Context: an optimization exercise on an open-source flow, tuned for small area and a short achievable clock period. The choices shown serve that exercise and are no tape-out recipe.
No functional check of the RTL was part of any run shown here.
No activity file was given, so power comes from the tool's default toggle rates.

## flow/design.v (module list and top-level ports; edited modules follow where they fit)
// module abs_difference: 8 lines
// module SAD_4x8: 1277 lines
// module sad_x3: 3 lines
// module sad_mj: 3 lines
// module sad_fa: 4 lines
// module sad_ha: 4 lines
// module control: 28 lines
// module top_level: 165 lines
module top_level
#(parameter WIDTH = 8)
(
	input clk, rst, init, finish, ack,
	input [WIDTH-1:0]
		ori_0,
		ori_1,
		ori_2,
		ori_3,
		ori_4,
		ori_5,
		ori_6,
		ori_7,
		ori_8,
		ori_9,
		ori_10,
		ori_11,
		ori_12,
		ori_13,
		ori_14,
		ori_15,
		ori_16,
		ori_17,
		ori_18,
		ori_19,
		ori_20,
		ori_21,
		ori_22,
		ori_23,
		ori_24,
		ori_25,
		ori_26,
		ori_27,
		ori_28,
		ori_29,
		ori_30,
		ori_31,
		can_0,
		can_1,
		can_2,
		can_3,
		can_4,
		can_5,
		can_6,
		can_7,
		can_8,
		can_9,
		can_10,
		can_11,
		can_12,
		can_13,
		can_14,
		can_15,
		can_16,
		can_17,
		can_18,
		can_19,
		can_20,
		can_21,
		can_22,
		can_23,
		can_24,
		can_25,
		can_26,
		can_27,
		can_28,
		can_29,
		can_30,
		can_31,
	output done,
	output [WIDTH+4:0] out_sad
	);
  // ...
==> flow/flow/run.sh <==
#!/bin/bash
# The standard layout, except that the port buffers are buf_1 cells
# (buffer_ports otherwise picks the slow, large clkdlybuf4s50_1). repair_design
# and repair_timing still resize them as they do any buffer.
set -euo pipefail
export BUFFER_PORTS_ARGS="-buffer_cell sky130_fd_sc_hd__buf_1"
bash standard.sh finish > standard.log 2>&1
==> flow/standard.sh <==
#!/bin/bash
# synth_recipe.tcl (not shown) runs the flow's synth.tcl, then flattens the netlist and writes it again
# the make line also repeats each setting of config.mk as NAME=value (left out here)
make -C /OpenROAD-flow-scripts/flow DESIGN_CONFIG=/design/flow/config.mk WORK_HOME=/design/flow/orfs CLKGATE_MAP_FILE= SYNTH_SCRIPT=/design/flow/synth_recipe.tcl "${@:-finish}"
==> flow/config.mk <==
export PLATFORM = sky130hd
export DESIGN_NAME = top_level
export DESIGN_NICKNAME = top_level
export VERILOG_FILES = /design/flow/design.v
export SDC_FILE = /design/flow/constraint.sdc
export NUM_CORES = 4
export LEC_CHECK = 0
export ABC_AREA = 1
export CAP_MARGIN = 20
export CORE_MARGIN = 2
export CORE_UTILIZATION = 40
export SLEW_MARGIN = 20
export SYNTH_HIERARCHICAL = 1
export SYNTH_MINIMUM_KEEP_SIZE = 0
==> flow/constraint.sdc <==
create_clock -name core_clock -period 5.8 [get_ports {clk}]
set_input_delay 1.1600 -clock core_clock [delete_from_list [all_inputs] [get_ports {clk}]]
set_output_delay 1.1600 -clock core_clock [all_outputs]
set_load 0.01 [all_outputs]
==> results.txt, run 1 <==
status=finished clean; post-synthesis sequential area ratio=0.149; share of cells above drive strength 1=0.0525; Metal-1 WL=47100 um; global-route wire length before repair=158000 um; die height=299 um; P per Cell Area=568 mW/mm^2; Seq pwr share=0.168; DRC viols=0; fraction of registers with async set/reset=0.0116; routed wire length=99600 um; Post-synth top cells=2715 x nand2_1, 1344 x inv_1, 462 x nand3_1; Synth Area in Simple Gates=0.464; sequential cell area share=0.132; slew margin rel.=0.607; top cells by area, synth=nand2_1 29%, dfxtp_1 15%, inv_1 14%; Critical Path AT=3.29 ns; area grow syn2layout=13.2%; RSZ-0062 raised after global routing=no; most frequent cell after synthesis=nand2_1; Clock power frac=0.102; Worst path depth=12; most frequent cells in the layout=2715 x nand2_1, 1344 x inv_1, 530 x buf_1; multi-input logic area=0.0245 sq mm; largest family of logic cells by synthesized area=simple AND/OR/NAND/NOR gates; met3 WL=3020 um; worst-skew pair later-pin latency=0.55 ns; sequential power=0.00377 W; setup TNS=0 ns
==> inputs of run 2 (changes only) <==
--- a/flow/design.v
+++ b/flow/design.v
@@ -264,17 +264,17 @@
 	wire [7:0] y_31 = t_31[7:0] ^ {8{~c_31}};
 	wire d0_31 = ori_31[0] ^ can_31[0];
 	wire p1_31 = c_31 & t_31[0];
 	wire d1_31 = y_31[1] ^ p1_31;
 	wire p2_31 = p1_31 & t_31[1];
 	wire d2_31 = y_31[2] ^ p2_31;
 	wire p3_31 = p2_31 & t_31[2];
 	reg [195:0] ra;
-	reg [44:0] rb;
+	reg [34:0] rb;
 	wire s1;
 	wire c2;
 	wire s3;
 	wire c4;
 	wire s5;
 	wire c6;
 	wire s7;
 	wire c8;
@@ -824,17 +824,17 @@
 	wire c552;
 	wire s553;
 	wire c554;
 	wire s555;
 	wire c556;
 	always @(posedge clk)
 		ra <= {c184, c182, c180, c178, c176, c174, c172, c170, c168, c166, s183, s181, s179, s177, s175, s173, s171, s169, s167, s165, c164, c162, c160, c158, c156, c154, c152, c150, c148, c146, y_31[7], y_30[7], s163, s161, s159, s157, s155, s153, s151, s149, s147, s145, c144, c142, c140, c138, c136, c134, c132, c130, c128, c126, y_31[6], y_30[6], s143, s141, s139, s137, s135, s133, s131, s129, s127, s125, c124, c122, c120, c118, c116, c114, c112, c110, c108, c106, y_31[5], y_30[5], s123, s121, s119, s117, s115, s113, s111, s109, s107, s105, c104, c102, c100, c98, c96, c94, c92, c90, c88, c86, c84, c82, c80, y_31[4], y_30[4], s103, s101, s99, s97, s95, s93, s91, s89, s87, s85, s83, s81, s79, c78, c76, c74, c72, c70, c68, c66, c64, c62, c60, c58, c56, c54, p3_31, s77, s75, s73, s71, s69, s67, s65, s63, s61, s59, s57, s55, s53, c52, c50, c48, c46, c44, c42, c40, c38, c36, c34, c32, c30, c28, d2_31, s51, s49, s47, s45, s43, s41, s39, s37, s35, s33, s31, s29, s27, c26, c24, c22, c20, c18, c16, c14, c12, c10, c8, c6, c4, c2, d1_31, s25, s23, s21, s19, s17, s15, s13, s11, s9, s7, s5, s3, s1, d0_31};
 	always @(posedge clk)
-		rb <= {c510, s509, c508, c506, c470, s507, s505, c504, c502, s503, s501, c500, c498, s499, s497, c496, c494, s495, s493, c492, c490, s491, s489, c488, c486, s487, s485, c484, c482, s483, s481, c480, c478, s479, s477, c476, c474, s475, s473, c472, s421, s471, s415, s413, s349};
+		rb <= {c532, c510, s531, c530, s509, s529, c528, s507, s527, c526, s503, s525, c524, s499, s523, c522, s495, s521, c520, s491, s519, c518, s487, s517, c516, s483, s515, c514, s479, s513, c512, s475, s511, s471, s415};
 	sad_fa u_s1 (.a(y_0[0]), .b(c_0), .c(y_1[0]), .s(s1), .co(c2));
 	sad_fa u_s3 (.a(c_1), .b(y_2[0]), .c(c_2), .s(s3), .co(c4));
 	sad_fa u_s5 (.a(y_3[0]), .b(c_3), .c(y_4[0]), .s(s5), .co(c6));
 	sad_fa u_s7 (.a(c_4), .b(y_5[0]), .c(c_5), .s(s7), .co(c8));
 	sad_fa u_s9 (.a(y_6[0]), .b(c_6), .c(y_7[0]), .s(s9), .co(c10));
 	sad_fa u_s11 (.a(c_7), .b(d0_8), .c(d0_9), .s(s11), .co(c12));
 	sad_fa u_s13 (.a(d0_10), .b(d0_11), .c(d0_12), .s(s13), .co(c14));
 	sad_fa u_s15 (.a(d0_13), .b(d0_14), .c(d0_15), .s(s15), .co(c16));
@@ -1231,60 +1231,60 @@
 	sad_mj u_c502 (.a(c454), .b(c456), .c(c458), .co(c502));
 	sad_x3 u_s503 (.a(s459), .b(s461), .c(s463), .s(s503));
 	sad_mj u_c504 (.a(s459), .b(s461), .c(s463), .co(c504));
 	sad_x3 u_s505 (.a(c460), .b(c462), .c(c464), .s(s505));
 	sad_mj u_c506 (.a(c460), .b(c462), .c(c464), .co(c506));
 	sad_x3 u_s507 (.a(s465), .b(s467), .c(s469), .s(s507));
 	sad_mj u_c508 (.a(s465), .b(s467), .c(s469), .co(c508));
 	sad_ha u_s509 (.a(c466), .b(c468), .s(s509), .co(c510));
-	sad_ha u_s511 (.a(rb[0]), .b(rb[1]), .s(s511), .co(c512));
-	sad_x3 u_s513 (.a(rb[4]), .b(rb[5]), .c(rb[6]), .s(s513));
-	sad_mj u_c514 (.a(rb[4]), .b(rb[5]), .c(rb[6]), .co(c514));
-	sad_x3 u_s515 (.a(rb[8]), .b(rb[9]), .c(rb[10]), .s(s515));
-	sad_mj u_c516 (.a(rb[8]), .b(rb[9]), .c(rb[10]), .co(c516));
-	sad_x3 u_s517 (.a(rb[12]), .b(rb[13]), .c(rb[14]), .s(s517));
-	sad_mj u_c518 (.a(rb[12]), .b(rb[13]), .c(rb[14]), .co(c518));
-	sad_x3 u_s519 (.a(rb[16]), .b(rb[17]), .c(rb[18]), .s(s519));
-	sad_mj u_c520 (.a(rb[16]), .b(rb[17]), .c(rb[18]), .co(c520));
-	sad_x3 u_s521 (.a(rb[20]), .b(rb[21]), .c(rb[22]), .s(s521));
-	sad_mj u_c522 (.a(rb[20]), .b(rb[21]), .c(rb[22]), .co(c522));
-	sad_x3 u_s523 (.a(rb[24]), .b(rb[25]), .c(rb[26]), .s(s523));
-	sad_mj u_c524 (.a(rb[24]), .b(rb[25]), .c(rb[26]), .co(c524));
-	sad_x3 u_s525 (.a(rb[28]), .b(rb[29]), .c(rb[30]), .s(s525));
-	sad_mj u_c526 (.a(rb[28]), .b(rb[29]), .c(rb[30]), .co(c526));
-	sad_x3 u_s527 (.a(rb[32]), .b(rb[33]), .c(rb[34]), .s(s527));
-	sad_mj u_c528 (.a(rb[32]), .b(rb[33]), .c(rb[34]), .co(c528));
-	sad_x3 u_s529 (.a(rb[36]), .b(rb[37]), .c(rb[38]), .s(s529));
-	sad_mj u_c530 (.a(rb[36]), .b(rb[37]), .c(rb[38]), .co(c530));
-	sad_x3 u_s531 (.a(rb[40]), .b(rb[41]), .c(rb[42]), .s(s531));
-	sad_mj u_c532 (.a(rb[40]), .b(rb[41]), .c(rb[42]), .co(c532));
-	sad_ha u_s533 (.a(rb[2]), .b(rb[3]), .s(s533), .co(c534));
-	sad_x3 u_s535 (.a(rb[7]), .b(c512), .c(s513), .s(s535));
-	sad_mj u_c536 (.a(rb[7]), .b(c512), .c(s513), .co(c536));
-	sad_x3 u_s537 (.a(rb[11]), .b(c514), .c(s515), .s(s537));
-	sad_mj u_c538 (.a(rb[11]), .b(c514), .c(s515), .co(c538));
-	sad_x3 u_s539 (.a(rb[15]), .b(c516), .c(s517), .s(s539));
-	sad_mj u_c540 (.a(rb[15]), .b(c516), .c(s517), .co(c540));
-	sad_x3 u_s541 (.a(rb[19]), .b(c518), .c(s519), .s(s541));
-	sad_mj u_c542 (.a(rb[19]), .b(c518), .c(s519), .co(c542));
-	sad_x3 u_s543 (.a(rb[23]), .b(c520), .c(s521), .s(s543));
-	sad_mj u_c544 (.a(rb[23]), .b(c520), .c(s521), .co(c544));
-	sad_x3 u_s545 (.a(rb[27]), .b(c522), .c(s523), .s(s545));
-	sad_mj u_c546 (.a(rb[27]), .b(c522), .c(s523), .co(c546));
-	sad_x3 u_s547 (.a(rb[31]), .b(c524), .c(s525), .s(s547));
-	sad_mj u_c548 (.a(rb[31]), .b(c524), .c(s525), .co(c548));
-	sad_x3 u_s549 (.a(rb[35]), .b(c526), .c(s527), .s(s549));
-	sad_mj u_c550 (.a(rb[35]), .b(c526), .c(s527), .co(c550));
-	sad_x3 u_s551 (.a(rb[39]), .b(c528), .c(s529), .s(s551));
-	sad_mj u_c552 (.a(rb[39]), .b(c528), .c(s529), .co(c552));
-	sad_x3 u_s553 (.a(rb[43]), .b(c530), .c(s531), .s(s553));
-	sad_mj u_c554 (.a(rb[43]), .b(c530), .c(s531), .co(c554));
-	sad_ha u_s555 (.a(rb[44]), .b(c532), .s(s555), .co(c556));
-	wire [12:0] op_a = {c556, c554, c552, c550, c548, c546, c544, c542, c540, c538, c536, c534, s511};
+	sad_ha u_s511 (.a(s349), .b(s413), .s(s511), .co(c512));
+	sad_x3 u_s513 (.a(s421), .b(c472), .c(s473), .s(s513));
+	sad_mj u_c514 (.a(s421), .b(c472), .c(s473), .co(c514));
+	sad_x3 u_s515 (.a(c474), .b(c476), .c(s477), .s(s515));
+	sad_mj u_c516 (.a(c474), .b(c476), .c(s477), .co(c516));
+	sad_x3 u_s517 (.a(c478), .b(c480), .c(s481), .s(s517));
+	sad_mj u_c518 (.a(c478), .b(c480), .c(s481), .co(c518));
+	sad_x3 u_s519 (.a(c482), .b(c484), .c(s485), .s(s519));
+	sad_mj u_c520 (.a(c482), .b(c484), .c(s485), .co(c520));
+	sad_x3 u_s521 (.a(c486), .b(c488), .c(s489), .s(s521));
+	sad_mj u_c522 (.a(c486), .b(c488), .c(s489), .co(c522));
+	sad_x3 u_s523 (.a(c490), .b(c492), .c(s493), .s(s523));
+	sad_mj u_c524 (.a(c490), .b(c492), .c(s493), .co(c524));
+	sad_x3 u_s525 (.a(c494), .b(c496), .c(s497), .s(s525));
+	sad_mj u_c526 (.a(c494), .b(c496), .c(s497), .co(c526));
+	sad_x3 u_s527 (.a(c498), .b(c500), .c(s501), .s(s527));
+	sad_mj u_c528 (.a(c498), .b(c500), .c(s501), .co(c528));
+	sad_x3 u_s529 (.a(c502), .b(c504), .c(s505), .s(s529));
+	sad_mj u_c530 (.a(c502), .b(c504), .c(s505), .co(c530));
+	sad_x3 u_s531 (.a(c470), .b(c506), .c(c508), .s(s531));
+	sad_mj u_c532 (.a(c470), .b(c506), .c(c508), .co(c532));
+	sad_ha u_s533 (.a(rb[0]), .b(rb[1]), .s(s533), .co(c534));
+	sad_x3 u_s535 (.a(rb[3]), .b(rb[4]), .c(rb[5]), .s(s535));
+	sad_mj u_c536 (.a(rb[3]), .b(rb[4]), .c(rb[5]), .co(c536));
+	sad_x3 u_s537 (.a(rb[6]), .b(rb[7]), .c(rb[8]), .s(s537));
+	sad_mj u_c538 (.a(rb[6]), .b(rb[7]), .c(rb[8]), .co(c538));
+	sad_x3 u_s539 (.a(rb[9]), .b(rb[10]), .c(rb[11]), .s(s539));
+	sad_mj u_c540 (.a(rb[9]), .b(rb[10]), .c(rb[11]), .co(c540));
+	sad_x3 u_s541 (.a(rb[12]), .b(rb[13]), .c(rb[14]), .s(s541));
+	sad_mj u_c542 (.a(rb[12]), .b(rb[13]), .c(rb[14]), .co(c542));
+	sad_x3 u_s543 (.a(rb[15]), .b(rb[16]), .c(rb[17]), .s(s543));
+	sad_mj u_c544 (.a(rb[15]), .b(rb[16]), .c(rb[17]), .co(c544));
+	sad_x3 u_s545 (.a(rb[18]), .b(rb[19]), .c(rb[20]), .s(s545));
+	sad_mj u_c546 (.a(rb[18]), .b(rb[19]), .c(rb[20]), .co(c546));
+	sad_x3 u_s547 (.a(rb[21]), .b(rb[22]), .c(rb[23]), .s(s547));
+	sad_mj u_c548 (.a(rb[21]), .b(rb[22]), .c(rb[23]), .co(c548));
+	sad_x3 u_s549 (.a(rb[24]), .b(rb[25]), .c(rb[26]), .s(s549));
+	sad_mj u_c550 (.a(rb[24]), .b(rb[25]), .c(rb[26]), .co(c550));
+	sad_x3 u_s551 (.a(rb[27]), .b(rb[28]), .c(rb[29]), .s(s551));
+	sad_mj u_c552 (.a(rb[27]), .b(rb[28]), .c(rb[29]), .co(c552));
+	sad_x3 u_s553 (.a(rb[30]), .b(rb[31]), .c(rb[32]), .s(s553));
+	sad_mj u_c554 (.a(rb[30]), .b(rb[31]), .c(rb[32]), .co(c554));
+	sad_ha u_s555 (.a(rb[33]), .b(rb[34]), .s(s555), .co(c556));
+	wire [12:0] op_a = {c556, c554, c552, c550, c548, c546, c544, c542, c540, c538, c536, c534, rb[2]};
 	wire [12:0] op_b = {1'b0, s555, s553, s551, s549, s547, s545, s543, s541, s539, s537, s535, s533};
 	assign sum_out = op_a + op_b;
 endmodule
 module sad_x3(input a, b, c, output s);
 	assign s = a ^ b ^ c;
 endmodule
 module sad_mj(input a, b, c, output co);
 	assign co = (a & b) | (a & c) | (b & c);
==> run 2 against run 1 <==
- still clean on timing, DRC and antenna
- register-to-register slack got worse by 0.12 ns
- worst hold slack got worse by 0.016 ns
- routed wire length fell by 0.18%
- combinational power is about 10% higher
- cell count decreased by 0.33%
- final area down 1.0%
- non-clock buffer count unchanged
- critical path type unchanged
==> results.txt, run 2 <==
commonest non-fill, non-tap cell in the layout=nand2_1 (unchanged); fin util=0.456 (about the same); Synth Area per Inst=5.76 sq um (was 5.78 sq um); CTS Buf Count=31 (was 34); Final Cell Area=0.0391 sq mm (was 0.0395 sq mm); CP delay by family, top=adder cells (unchanged); Pre-antenna DRT Iters=6 (was 5); P per Cell Area=606 mW/mm^2 (was 568 mW/mm^2); Synth Cell Area=0.0347 sq mm (was 0.0349 sq mm); share of cells above drive strength 1=0.0509 (was 0.0525); Cells after Synth=6017 (was 6027); CTS Hold Bufs=0 (unchanged); worst hold path class=in2async (unchanged); grt ovf=0 (unchanged); Worst-path clk slew=0.06 ns (about the same); Post-DP HPWL=89000 um (was 88800 um); RSZ-0062 raised after global routing=no (unchanged); top cells by area, synth=nand2_1 29%, inv_1 15%, dfxtp_1 14% (was nand2_1 29%, dfxtp_1 15%, inv_1 14%); Max Clock Freq=360 MHz (was 347 MHz); CP Buf/Inv Count=4 (unchanged); post-synthesis sequential area ratio=0.144 (was 0.149); Max-Cap Viols=0 (unchanged); Die ar.=0.0890 sq mm (was 0.0895 sq mm); Initial DRC Count=1812 (was 1622); I/O pin cnt=531 (unchanged); most used cell along the critical path=inv_1 (unchanged); average vias per placed instance=4.51 (was 4.52); Placer Congestion=0.897 (was 0.881); Primary FF master, synth=dfxtp_1 (unchanged); Slew Limit Fails=0 (unchanged); Worst path slowest cell=fa_1 (unchanged); Yosys cell types=32 (unchanged); Yosys warning count=9 (unchanged); Clock power frac=0.083 (was 0.102); most frequent cells in the layout=2715 x nand2_1, 1344 x inv_1, 530 x buf_1 (unchanged); Nets=7501 (was 7514); Least-Margin Pin Slew=0.578 ns (was 0.589 ns); pin count of the biggest net entering global routing=16 (unchanged); die height=298 um (was 299 um); CTS Sinks=249 (was 259); global-route wire length before repair=156000 um (was 158000 um); # Post-CTS Setup Buffers=0 (unchanged); Seq pwr share=0.152 (was 0.168); cell area after placement=0.0380 sq mm (was 0.0383 sq mm); Post-Layout Cell Count=7743 (was 7769); CTS Buffer Depth=3 (unchanged); fraction of registers with async set/reset=0.0120 (was 0.0116); combinational power share=0.765 (was 0.730); H-tree depth=1 (was 2); CTS root buffer=clkbuf_16 (unchanged); area fraction of the dominant cell type after synthesis=0.294 (was 0.292); final setup vio count=0 (unchanged); largest registers=b_SAD_4x8.ra (196), b_SAD_4x8.rb (35), total (13) (was b_SAD_4x8.ra (196), b_SAD_4x8.rb (45), total (13)); max FFs per register=196 (unchanged); CTS resizes=0 (unchanged); post-route ant nets=0 (unchanged); Yosys top cell by area=nand2_1 (unchanged); Initial Util=0.405 (was 0.403); Core Area=0.0855 sq mm (was 0.0866 sq mm); Layout Skew=0.0315 ns (was 0.0253 ns); Worst Setup Path Type=in2reg (unchanged); Critical Path AT=3.24 ns (was 3.29 ns); slew margin rel.=0.614 (was 0.607); Worst Setup Slack, final=3.02 ns (was 2.92 ns); Crit Path Max Fanout=9 (unchanged); vias after detailed routing=35000 (was 35100); Worst setup SP type=input port (unchanged); CTS tree=built (unchanged); vias in the first global route=31400 (was 31800); Psw=0.0137 W (was 0.0126 W); area grow syn2layout=12.7% (was 13.2%); final hold violations=0 (unchanged); syn nets=6942 (was 6952); Worst path max stage delay=0.48 ns (was 0.49 ns); WP data required=6.26 ns (was 6.21 ns); number of antenna violations at the first check in global routing=3 (unchanged); wire per inst=12.8 um (about the same); worst-skew pair later-pin latency=0.59 ns (was 0.55 ns); PortBufs=530 (unchanged); placed insts=7687 (was 7708); crit path capture type=flop (unchanged); # rows=107 (was 108); FF+latch count, synth=249 (was 259); Biggest register=b_SAD_4x8.ra (unchanged); most frequent cell after synthesis=nand2_1 (unchanged); min Tclk post-route=2.78 ns (was 2.88 ns); setup TNS=0 ns (unchanged); reg-to-reg critical path startpoint=b_SAD_4x8.ra[110] (was b_SAD_4x8.rb[12]); crit share post-route=0.479 (was 0.496); sw frac=0.577 (was 0.562); status=finished clean (unchanged); Worst VDD drop=0.507 mV (was 0.362 mV); pre-CTS setup slack=2.42 ns (was 2.36 ns); Post-synth EDFFs=0 (unchanged); crit path launch=can_21[0] (unchanged); Chip Width=298 um (was 299 um); DRC viols=0 (unchanged); routed wire length=99400 um (was 99600 um); Total GRT Usage=0.218 (was 0.220); Post-synth top cells=2715 x nand2_1, 1344 x inv_1, 462 x nand3_1 (unchanged); leak pwr=24.3 nW (was 24.5 nW); crit-path cells=buf_1, inv_1, ha_1, inv_1, fa_1, inv_1, nand3_1, nand2_2, nand2_1, nand2_2, xor2_1, fa_1 (unchanged); Internal Pwr Total=0.0100 W (was 0.00982 W)
-- run 2: changes by cell type after synthesis --
cell     previous run  this run
dfxtp_1           256       246
-- run 2: final cells by class --
type | count | area [sq um]
clock inverter | 12 | 141
inverter | 1367 | 5130
tap | 1144 | 1430
multi-input combinational | 4397 | 24500
clock buffer | 42 | 857
timing repair buffer | 530 | 1990
antenna | 2 | 5.00
sequential | 249 | 5000
fill | 9183 | 46500
-- run 2: kinds of logic (layout without fill, tap and decap cells) --
family                   Yosys count  in the layout  synth area share
AO/OA/AOI/OAI                    114            114            0.0210
flip-flops                       249            249             0.144
buffers and inverters           1371           1951             0.149
AND/OR/NAND/NOR                 3700           3700             0.467
adder cells (fa/ha/maj)          408            408             0.174
XOR/XNOR                         175            175            0.0442
other                              0              2                 0
-- run 2: through the flow --
step	total power, W	hold slack, ns
after floorplan	0.0174	0.402
after global placement	0.0213	0.435
after detailed placement	0.0218	0.446
after CTS	0.0238	0.402
after global routing	0.0269	0.426
final	0.0237	0.430
-- run 2: power groups by stage --
stage                     Combinational, W  Sequential [W]  Clock (W)
after detailed placement            0.0182         0.00364          0
after CTS                           0.0182         0.00362    0.00199
after global routing                0.0212         0.00373    0.00205
final                               0.0181         0.00361    0.00195
after global placement              0.0177         0.00364          0
after floorplan                     0.0142         0.00319          0
-- run 2: final timing paths --
path                                           to  slack (ns)  depth (start not counted)
worst max-delay path             b_SAD_4x8.ra[63]        3.02                         12
worst min-delay path            b_control.wait_st        0.43                          2
worst max register to register   b_SAD_4x8.rb[20]        3.30                         23
worst min register to register               en_1        0.45                          0
max in group asynchronous       b_control.done_st        5.23                          2
min in group core_clock                      en_1        0.45                          0
-- run 2: metal layers --
metal / GRT usage / wire length, um / vias up
li1: - / - / 19100
met1: 0.282 / 45500 / 15200
met2: 0.384 / 46900 / 580
met3: 0.0233 / 4160 / 127
met4: 0.0564 / 2890 / 0
met5: 0 / 0 / -
-- run 2: modules after synthesis, one instance, submodules excluded --
module	area, sq um	cells inside
sad_ha	12.5	1
sad_mj	21.3	4
control	133	16
SAD_4x8	22400	3612
sad_x3	35.0	9
sad_fa	20.0	1
top_level	524	59
==> inputs of run 3 (changes only) <==
--- a/flow/config.mk
+++ b/flow/config.mk
@@ -5,7 +5,7 @@
 export SDC_FILE = /design/flow/constraint.sdc
 export NUM_CORES = 4
 export LEC_CHECK = 0
-export ABC_AREA = 1
+export ABC_AREA = 0
 export CAP_MARGIN = 20
 export CORE_MARGIN = 2
 export CORE_UTILIZATION = 40
==> run 3 against run 2 <==
- count of clock-buffer cells in the layout is 7 lower
- first-iteration DRC count decreased by 44%
- non-clock buffer count unchanged
- area after synthesis down 17%
- critical endpoint is now b_SAD_4x8.ra[30]
==> results.txt, run 3 <==
status=finished clean (unchanged); Post-synth top cells=428 x inv_1, 283 x ha_1, 274 x xnor2_1 (was 2715 x nand2_1, 1344 x inv_1, 462 x nand3_1); Layout Skew=0.00970 ns (was 0.0315 ns); Initial Util=0.404 (was 0.405); min Tclk post-route=3.31 ns (was 2.78 ns); # Post-CTS Setup Buffers=0 (unchanged); crit-path cells=buf_1, inv_1, ha_1, inv_1, fa_1, nand2b_1, a21oi_1, nand2b_1, a21oi_1, o21bai_2, xor2_1, fa_1 (was buf_1, inv_1, ha_1, inv_1, fa_1, inv_1, nand3_1, nand2_2, nand2_1, nand2_2, xor2_1, fa_1); Worst VDD drop=1.48 mV (was 0.507 mV); CTS Buffer Depth=3 (unchanged); filler instances=6967 (was 9183); met2 wire len=38300 um (was 46900 um); final setup vio count=0 (unchanged); uppermost routed layer=met4 (unchanged); WP data required=6.24 ns (was 6.26 ns); worst-skew pair later-pin latency=0.56 ns (was 0.59 ns); number of antenna violations at the first check in global routing=0 (was 3); Least-Margin Pin Slew=0.919 ns (was 0.578 ns); fin util=0.461 (was 0.456); commonest non-fill, non-tap cell in the layout=buf_1 (was nand2_1); Nets=4364 (was 7501); average vias per placed instance=4.96 (was 4.51); P per Cell Area=892 mW/mm^2 (was 606 mW/mm^2); vias after detailed routing=21900 (was 35000); I/O pin cnt=531 (unchanged); Synth Area in XOR/XNOR=0.246 (was 0.0442); adder-cell share of the synthesized area=0.275 (was 0.174); total power=0.0295 W (was 0.0237 W); routed wire length=76500 um (was 99400 um); pin count of the biggest net entering global routing=28 (was 16); complex-gate fraction of the synthesized area=0.142 (was 0.0210); Synth Area in Simple Gates=0.0945 (was 0.467); CTS root buffer=clkbuf_16 (unchanged); Chip Width=273 um (was 298 um); met3 WL=2300 um (was 4160 um); worst reg-to-reg setup slack=2.84 ns (was 3.30 ns); Yosys cell types=69 (was 32); wire per inst=17.3 um (was 12.8 um); FF+latch count, synth=249 (unchanged); leak pwr=15.2 nW (was 24.3 nW); worst hold path class=in2async (unchanged); Worst R2R Path Depth=6 (was 23); CTS resizes=0 (unchanged); max FFs per register=196 (unchanged); largest registers=b_SAD_4x8.ra (196), b_SAD_4x8.rb (35), total (13) (unchanged); Worst-path clk slew=0.06 ns (about the same); largest family of logic cells by synthesized area=adder cells (was simple AND/OR/NAND/NOR gates); crit path capture type=flop (unchanged); Yosys warning count=9 (unchanged); Synth Cell Area=0.0289 sq mm (was 0.0347 sq mm); most frequent cells in the layout=530 x buf_1, 428 x inv_1, 283 x ha_1 (was 2715 x nand2_1, 1344 x inv_1, 530 x buf_1); PortBufs=530 (unchanged); reg-to-reg critical path startpoint=b_SAD_4x8.ra[111] (was b_SAD_4x8.ra[110]); Worst setup SP type=input port (unchanged); global-route wire length before repair=118000 um (was 156000 um); Placer Congestion=0.888 (was 0.897); crit share post-route=0.571 (was 0.479); Crit Path Max Fanout=6 (was 9); Core Area=0.0716 sq mm (was 0.0855 sq mm); CTS Sinks=249 (unchanged); top cells by area, synth=dfxtp_1 17%, xor3_1 14%, ha_1 12% (was nand2_1 29%, inv_1 15%, dfxtp_1 14%); Yosys top cell by area=dfxtp_1 (was nand2_1); Max-Cap Viols=0 (unchanged); CTS Buf Count=29 (was 31); DRC viols=0 (unchanged); placed insts=4358 (was 7687); Total GRT Usage=0.202 (was 0.218); Metal-1 WL=34600 um (was 45500 um); # rows=98 (was 107); Worst Setup Path Type=in2reg (unchanged); post-synthesis sequential area ratio=0.173 (was 0.144); Critical Path AT=3.75 ns (was 3.24 ns); Max Clock Freq=302 MHz (was 360 MHz); vias in the first global route=21600 (was 31400); reg-to-reg endpoint=b_SAD_4x8.rb[20] (unchanged); most frequent cell after synthesis=inv_1 (was nand2_1); die height=273 um (was 298 um); grt ovf=0 (unchanged); fraction of registers with async set/reset=0.0120 (unchanged); syn nets=3830 (was 6942); worst hold slack=0.437 ns (was 0.430 ns); Initial DRC Count=1008 (was 1812); Worst path slowest cell=fa_1 (unchanged); share of cells above drive strength 1=0.0881 (was 0.0509); Pre-antenna DRT Iters=7 (was 6); Post-DP HPWL=67600 um (was 89000 um); final hold violations=0 (unchanged); H-tree depth=1 (unchanged); RSZ-0062 raised after global routing=no (unchanged); Post-Layout Cell Count=4411 (was 7743); Ant. Diodes=0 (was 2); setup TNS=0 ns (unchanged); area grow syn2layout=14.2% (was 12.7%); Synth Area per Inst=9.96 sq um (was 5.76 sq um); Worst path max stage delay=0.44 ns (was 0.48 ns); CTS Hold Bufs=0 (unchanged); slew margin rel.=0.385 (was 0.614); CTS tree=built (unchanged); Cells after Synth=2905 (was 6017); Slew Limit Fails=0 (unchanged); area fraction of the dominant cell type after synthesis=0.170 (was 0.294); post-synthesis mux area share=0.00942 (was 0); Die ar.=0.0745 sq mm (was 0.0890 sq mm); Post-synth EDFFs=0 (unchanged); Biggest register=b_SAD_4x8.ra (unchanged); post-route ant nets=0 (unchanged); Primary FF master, synth=dfxtp_1 (unchanged)
run 3: cell types whose count changed in the layout (fill, tap and decap cells not counted), sizes merged, moves of 56 or more:
cell,before,now
nand2b,0,56
maj3,0,171
nand2,2752,75
xor3,0,171
nand3b,74,1
nand3,633,58
a21oi,95,192
xnor2,67,274
inv,1367,429
run 3: through the flow:
| step | worst slack, ns | area, sq um |
|---|---|---|
| floorplan | 2.25 | 28900 |
| CTS | 2.53 | 33000 |
| finish | 2.49 | 33000 |
| global placement | 1.98 | 32000 |
| global route | 2.27 | 33000 |
| detailed placement | 1.95 | 32000 |
run 3: final cells by class:
| cell class | count | area (sq um) | share of cell area |
|---|---|---|---|
| Clock buffer | 35 | 810 | 0.0245 |
| Clock inverter | 18 | 234 | 0.00708 |
| Inverter | 428 | 1610 | 0.0486 |
| Multi-Input combinational cell | 2201 | 22200 | 0.672 |
| Sequential cell | 249 | 5000 | 0.151 |
| Tap cell | 950 | 1190 | 0.0360 |
| Timing Repair Buffer | 530 | 1990 | 0.0602 |
run 3: Yosys stat by module (local to each module, per instance):
module	copies in the design	cells inside	flops+latches
sad_x3	171	1	0
sad_fa	92	1	0
sad_mj	171	1	0
SAD_4x8	1	2385	231
sad_ha	15	1	0
control	1	13	3
top_level	1	58	15
run 3: worst max-delay path by stage:
| stage | startpoint | endpoint | slack [ns] | cells after the start |
|---|---|---|---|---|
| after floorplan | can_1[0] | b_SAD_4x8.ra[28] | 2.25 | 10 |
| after global placement | can_29[0] | b_SAD_4x8.ra[93] | 1.98 | 11 |
| after detailed placement | can_8[0] | b_SAD_4x8.ra[30] | 1.95 | 12 |
| after CTS | can_8[0] | b_SAD_4x8.ra[30] | 2.53 | 12 |
| after global routing | can_29[0] | b_SAD_4x8.ra[67] | 2.27 | 12 |
| final | can_8[0] | b_SAD_4x8.ra[30] | 2.49 | 12 |
run 3: power by group:
group          internal, W  leakage [nW]  total (W)  switching, W
clock              0.00122         0.511    0.00197      0.000756
combinational       0.0150          12.6     0.0238       0.00884
sequential         0.00292          2.11    0.00367      0.000743
total               0.0191          15.2     0.0295        0.0103
run 3: per-layer routing:
| layer | track usage | up-vias |
|---|---|---|
| met2 | 0.364 | 372 |
| met3 | 0.0176 | 65 |
| met4 | 0.0357 | 0 |
| met1 | 0.265 | 10200 |
| li1 | - | 11200 |
| met5 | 0 | - |
run 3: cells by family (layout without fill, tap and decap cells):
group / after synthesis / after routing
xor+xnor: 517 / 517
flops: 249 / 249
buf+inv: 455 / 1011
compound gates: 562 / 562
fa+ha+maj: 579 / 579
simple gates: 517 / 517
mux: 26 / 26
run 3: critical path: cells and delay by family:
family / cells / cell delay [ns]
compound gates: 3 / 0.73
buf+inv: 3 / 0.18
simple gates: 2 / 0.41
fa+ha+maj: 3 / 1.03
xor+xnor: 1 / 0.23

[afterwards: timing with drivers on the ports]
How much do the figures lean on ideal ports? The routed layouts below were timed once more, with nothing changed but the port constraints. Step 1, drivers: a clkbuf_16 drives clk and a buf_2 each remaining input, both assumed. Step 2 adds t to the input delays and takes it off the output delays; t is the mean of the earliest and latest rising clock arrival at the registers after step 1. Input paths then give back, and output paths get back, about the clock's delay inside the block. Three values: ideal ports, drivers, drivers and shift; two values: the first two.
| run | t (ns) | setup WS [ns] | worst register clock-pin slew, ns |
|---|---|---|---|
| run 1 | 0.599 | 2.921 / 2.963 / 2.364 | 0.07 / 0.07 |
| run 2 | 0.632 | 3.019 / 3.056 / 2.424 | 0.07 / 0.07 |
| run 3 | 0.619 | 2.487 / 2.532 / 1.914 | 0.06 / 0.06 |
After both steps every run listed still meets setup and hold. For run 2, which loses most, drivers alone change the setup slack by +0.037 ns; drivers and shift together by -0.595 ns.
